From an optimization exercise on the open Yosys and OpenROAD flow, aimed at small area, a short achievable clock period and few clock cycles; shortcuts taken in it are not production practice. The RTL was checked by simulation tests, not by an equivalence proof against the original design. Power is estimated from default activity; no workload was simulated.

## build 62
Design rsa_encrypt, start of the top module:
module rsa_encrypt
(
  input wire clk,
  input wire rst,
  input wire [12:0] data,
  input wire [2:0] input_data_type,
  output wire [15:0] output_data,
  output wire ready
);
clock: 7.0 ns
lec_check: 0
cap_margin: 20
core_margin: 2
core_utilization: 40
cts_buf_list: sky130_fd_sc_hd__clkbuf_4 sky130_fd_sc_hd__clkbuf_8
setup_slack_margin: 3.5
slew_margin: 20
standard.sh (not shown) runs the stock make flow with config.mk's settings and CLKGATE_MAP_FILE= SYNTH_SCRIPT=/design/flow/synth_recipe.tcl, a recipe that flattens the netlist after the stock synthesis.
==> flow/flow/run.sh <==
#!/bin/bash
# Standard layout, with the port buffers made of buf_1 cells instead of the
# automatically chosen delay buffers. The whole make output goes to
# standard_make.log; ORFS's own per-step logs are under orfs/logs/.
set -euo pipefail
bash standard.sh "BUFFER_PORTS_ARGS=-buffer_cell sky130_fd_sc_hd__buf_1" finish > standard_make.log 2>&1
Build 62 | status: complete | timing, DRC, antenna: pass
Testbench counts of build 62, summed over its fixed seeds: cycles 37,062.
For build 76, these inputs were changed with respect to build 62:
- changing SETUP_SLACK_MARGIN from 3.5 to 4.0
- setting TNS_END_PERCENT to 5 for the first time
Results
- Build 76 vs build 62 — sequential share of layout area dropped 1.0 points.
- Compared with build 62, build 76 ends up with a larger final cell area.
- Build 76 ends up with higher combined global-route utilization of all metal layers than build 62 does.
- Against build 62, build 76 comes in 1.6 points lower on part of the cycle the worst path needs.
- [diff] minimum period implied by the final worst setup slack, build 76 relative to build 62: improvement
What build 2 does differently from build 76 at the input level:
- GPL_TIMING_DRIVEN: unset -> 0
- SETUP_SLACK_MARGIN: 4.0 -> 3.6
- TNS_END_PERCENT: 5 -> unset
--- outcome ---
Of build 2 and build 76, build 2 shows the lower aggregate global-route resource usage, with build 76 above it.
Delta (build 2 minus build 76): sequential power went down about 1%; arithmetic-cell share of the synthesized area counting full adders, half adders and majority gates held; number of buffers inserted to repair setup after CTS went down 9; area fraction of clock buffers and clock inverters held; via count of the first global-routing pass went down about 3%.
Build 76 → build 2: clock period minus worst slack increased by 0.16 ns relative to the old numbers; number of buffers inserted by hold repair at cts has remained practically unchanged; register-to-register path setup slack fell 0.16 ns; setup slack down 0.16 ns.


rsa_encrypt, a different RTL version from the one above (not shown whole).
For scale: about 760 cells after synthesis, roughly 73 flip-flops, about 35 I/O pins, about 0.0068 mm^2 of cells after synthesis.
==> flow/config.mk <==
export PLATFORM = sky130hd
export DESIGN_NAME = rsa_encrypt
export DESIGN_NICKNAME = rsa_encrypt
export VERILOG_FILES = /design/flow/design.v
export SDC_FILE = /design/flow/constraint.sdc
export NUM_CORES = 4
export LEC_CHECK = 0
export CAP_MARGIN = 20
export CORE_MARGIN = 2
export CORE_UTILIZATION = 65
export SETUP_SLACK_MARGIN = 3.6
export SLEW_MARGIN = 20
==> flow/constraint.sdc <==
create_clock -name core_clock -period 7.0 [get_ports {clk}]
set_input_delay 1.4000 -clock core_clock [delete_from_list [all_inputs] [get_ports {clk}]]
set_output_delay 1.4000 -clock core_clock [all_outputs]
set_load 0.01 [all_outputs]
run.sh (not shown) runs the stock make flow with config.mk's settings and CLKGATE_MAP_FILE= SYNTH_SCRIPT=/design/flow/synth_recipe.tcl, a recipe that flattens the netlist after the stock synthesis.
Stock flow here: none of the scripts above is used.
Testbench counts at the start, summed over its fixed seeds: cycles 37,587.
Then changed:
--- a/flow/config.mk
+++ b/flow/config.mk
@@ -9,3 +9,4 @@
 export CORE_MARGIN = 2
-export CORE_UTILIZATION = 65
+export CORE_UTILIZATION = 40
+export CTS_BUF_LIST = sky130_fd_sc_hd__clkbuf_4 sky130_fd_sc_hd__clkbuf_8
 export SETUP_SLACK_MARGIN = 3.6
Result:
- non-clock buffer count shrinks by 12
- wire length rose by about 3.5%
- setup slack is better by 0.016 ns
- die area goes up by 60%
- first-iteration DRC count is higher by 1.8%
- utilization shrinks by 30 points
- area after synthesis is unchanged
Then changed:
--- a/flow/config.mk
+++ b/flow/config.mk
@@ -10,3 +10,2 @@
 export CORE_UTILIZATION = 40
-export CTS_BUF_LIST = sky130_fd_sc_hd__clkbuf_4 sky130_fd_sc_hd__clkbuf_8
 export SETUP_SLACK_MARGIN = 3.6
=>
- design area went up by 1.0%
- die area stays the same
- sequential share of layout area went down by 0.24 points
Then changed:
--- a/flow/config.mk
+++ b/flow/config.mk
@@ -7,6 +7,8 @@
 export LEC_CHECK = 0
-export CAP_MARGIN = 20
+export CAP_MARGIN = 5
 export CORE_MARGIN = 2
 export CORE_UTILIZATION = 40
+export CTS_BUF_LIST = sky130_fd_sc_hd__clkbuf_4 sky130_fd_sc_hd__clkbuf_8
 export SETUP_SLACK_MARGIN = 3.6
-export SLEW_MARGIN = 20
+export SLEW_MARGIN = 5
+export TNS_END_PERCENT = 100
What happened: The changed run completed without violations; routed wire length fell by 0.89%; count of clock-buffer cells in the layout does not change; setup slack is worse by 0.026 ns; maximum frequency came out lower by about 0.8%; total power drops by about 7.5%; clock power drops by about 30%; sequential cell count is unchanged; global-route usage barely changes; final cell count barely changes; register-to-register slack got worse by 0.03 ns.


Setup of middle:
rsa_encrypt with an RTL version that a note above also has.
Size in the first run: roughly 790 cells after synthesis, roughly 73 flip-flops, about 6600 µm² of cells after synthesis.
export LEC_CHECK = 0
export CAP_MARGIN = 20
export CORE_MARGIN = 2
export CORE_UTILIZATION = 40
export CTS_BUF_LIST = sky130_fd_sc_hd__clkbuf_4 sky130_fd_sc_hd__clkbuf_8
export CTS_CLUSTER_DIAMETER = 100
export CTS_CLUSTER_SIZE = 30
export SETUP_SLACK_MARGIN = 3.6
export SLEW_MARGIN = 20
create_clock -name core_clock -period 7.0 [get_ports {clk}]
standard.sh (not shown) runs the stock make flow with config.mk's settings and CLKGATE_MAP_FILE= SYNTH_SCRIPT=/design/flow/synth_recipe.tcl, a recipe that flattens the netlist after the stock synthesis.
Scripts as last shown in full above: flow/flow/run.sh
middle finished all stages; the layout is clean.
Testbench counts of middle, summed over its fixed seeds: cycles 37,062.
### middle -> east
--- a/flow/config.mk
+++ b/flow/config.mk
@@ -12,3 +12 @@
-export CTS_CLUSTER_DIAMETER = 100
-export CTS_CLUSTER_SIZE = 30
-export SETUP_SLACK_MARGIN = 3.6
+export SETUP_SLACK_MARGIN = 3.7
[summary]
east: all stages complete, timing, DRC and antenna checks passed. On east: proportion of layout cells with a drive suffix above 1 is 2.8 points higher than what middle gave. Compared with middle, in east clock network power share higher; final cell count increased by about 1.3% relative to the old numbers; setup slack after layout now larger.


rsa_encrypt again, from the RTL that the note above started with.
## rsa_encrypt
module rsa_encrypt
(
  input wire clk,
  input wire rst,
  input wire [12:0] data,
  input wire [2:0] input_data_type,
  output wire [15:0] output_data,
  output wire ready
);
Settings: LEC_CHECK=0, CAP_MARGIN=20, CORE_MARGIN=2, CORE_UTILIZATION=40, CTS_BUF_LIST=sky130_fd_sc_hd__clkbuf_4 sky130_fd_sc_hd__clkbuf_8, SETUP_SLACK_MARGIN=3.6, SLEW_MARGIN=20, TNS_END_PERCENT=30; clock period 7.0 ns.
Scripts as last shown in full above: flow/flow/run.sh
The first run completed without violations.
Testbench counts at the start, summed over its fixed seeds: cycles 37,062.
Then changed:
==> flow/run.sh (new file) <==
#!/bin/bash
# synth_recipe.tcl (not shown) runs the flow's synth.tcl, then flattens the netlist and writes it again
# the make line also repeats each setting of config.mk as NAME=value (left out here)
make -C /OpenROAD-flow-scripts/flow DESIGN_CONFIG=/design/flow/config.mk WORK_HOME=/design/flow/orfs CLKGATE_MAP_FILE= SYNTH_SCRIPT=/design/flow/synth_recipe.tcl finish
- SETUP_SLACK_MARGIN: 3.6 -> 3.8
- TNS_END_PERCENT: 30 -> default
removed: flow/flow/run.sh
removed: flow/standard.sh
Outcome: Total power increases by about 20%. Critical path depth increases by 1. Clock-buffer cell count increases by 1. Design area increases by about 14%. Flip-flop and latch count does not change. Wire length increases by about 11%.
Then changed:
- SETUP_SLACK_MARGIN: 3.8 -> 3.4
Result: The changed run produced a clean layout; critical path depth is unchanged; cell count falls by about 3.7%; via count drops by 6.5%; synthesized cell count stays the same; sequential power stays flat; final area goes down by about 11%; clock-buffer cell count does not change; global-route usage fell by 2.0 points.
Then changed:
==> flow/flow/run.sh (new file) <==
#!/bin/bash
# Standard layout, with the port buffers made of buf_1 cells instead of the
# automatically chosen delay buffers. The whole make output goes to
# standard_make.log; ORFS's own per-step logs are under orfs/logs/.
set -euo pipefail
bash standard.sh "BUFFER_PORTS_ARGS=-buffer_cell sky130_fd_sc_hd__buf_1" finish > standard_make.log 2>&1
==> flow/standard.sh (new file) <==
#!/bin/bash
# synth_recipe.tcl (not shown) runs the flow's synth.tcl, then flattens the netlist and writes it again
# the make line also repeats each setting of config.mk as NAME=value (left out here)
make -C /OpenROAD-flow-scripts/flow DESIGN_CONFIG=/design/flow/config.mk WORK_HOME=/design/flow/orfs CLKGATE_MAP_FILE= SYNTH_SCRIPT=/design/flow/synth_recipe.tcl "${@:-finish}"
- PLACE_DENSITY: default -> 0.5
- SETUP_SLACK_MARGIN: 3.4 -> 3.6
removed: flow/run.sh
=> Via count rose by 0.48%. Sequential power is about the same. Register-to-register slack improved by 110 ps.
Then changed:
- PLACE_DENSITY: 0.5 -> default
- TNS_END_PERCENT: default -> 5
Final cell count goes down by 1.1%.
Setup slack degrades by 19 ps.
Worst hold slack is better by 4.1 ps.
Clock-buffer cell count drops by 1.
Global-route usage shrinks by 1.4 points.
Non-clock buffer count fell by 12.
Core utilization went down by 2.3 points.
Then changed:
- SETUP_SLACK_MARGIN: 3.6 -> 3.65
- TNS_END_PERCENT: 5 -> default
Effect:
- The new run passed the timing, DRC and antenna checks
- area after synthesis does not change
- maximum frequency climbs by 1.7%
- via count grows by 0.50%
- worst hold slack barely changes
- core utilization went up by 1.4 points
- routed wire length came out higher by 1.9%
- final area rises by 3.1%
- count of clock-buffer cells in the layout stays the same
- global-route usage hardly moves
- total power rose by 5.1%

[what the ideal ports hide]
The flow's constraints put no driver on any port. The routed layouts listed below were extracted and timed again, unchanged, in two steps. Step 1 (the two cells are an assumption about what drives the block):
set clk [get_ports {clk}]
set_driving_cell -lib_cell sky130_fd_sc_hd__clkbuf_16 $clk
set_driving_cell -lib_cell sky130_fd_sc_hd__buf_2 [delete_from_list [all_inputs] $clk]
Step 2 adds t to the input delays and takes it off the output delays; t is the mean of the earliest and latest rising clock arrival at the registers after step 1. Input paths then give back, and output paths get back, about the clock's delay inside the block. Three values: no drivers, after step 1, after step 2; two values: the first two.
run	t (ns)	setup WS [ns]	worst register clock-pin slew, ns	worst data-port slew with drivers (ns)
build 62	0.404	3.597 / 3.597 / 3.477	0.09 / 0.09	0.03
build 76	0.393	3.709 / 3.709 / 3.440	0.08 / 0.08	0.03
build 2	0.395	3.552 / 3.552 / 3.387	0.08 / 0.08	0.04
the first run of note 2	0.388	3.550 / 3.550 / 3.550	0.09 / 0.09	0.03
the second run of note 2	0.392	3.567 / 3.567 / 3.567	0.08 / 0.08	0.03
the third run of note 2	0.373	3.600 / 3.600 / 3.600	0.06 / 0.06	0.03
the fourth run of note 2	0.392	3.574 / 3.574 / 3.533	0.08 / 0.08	0.03
middle	0.403	3.640 / 3.640 / 3.537	0.09 / 0.09	0.03
east	0.419	3.673 / 3.673 / 3.396	0.09 / 0.09	0.04
the first run of note 4	0.409	3.617 / 3.617 / 3.502	0.09 / 0.09	0.03
the second run of note 4	0.403	3.685 / 3.685 / 3.514	0.09 / 0.09	0.04
the third run of note 4	0.399	3.536 / 3.536 / 3.394	0.09 / 0.09	0.03
the fourth run of note 4	0.390	3.646 / 3.646 / 3.492	0.09 / 0.09	0.03
the fifth run of note 4	0.402	3.627 / 3.627 / 3.457	0.09 / 0.09	0.03
the sixth run of note 4	0.405	3.685 / 3.685 / 3.488	0.09 / 0.09	0.03
After both steps setup and hold are still met in every run listed. For east, which loses most, drivers alone change the setup slack by 0.000 ns; drivers and shift together by -0.277 ns.
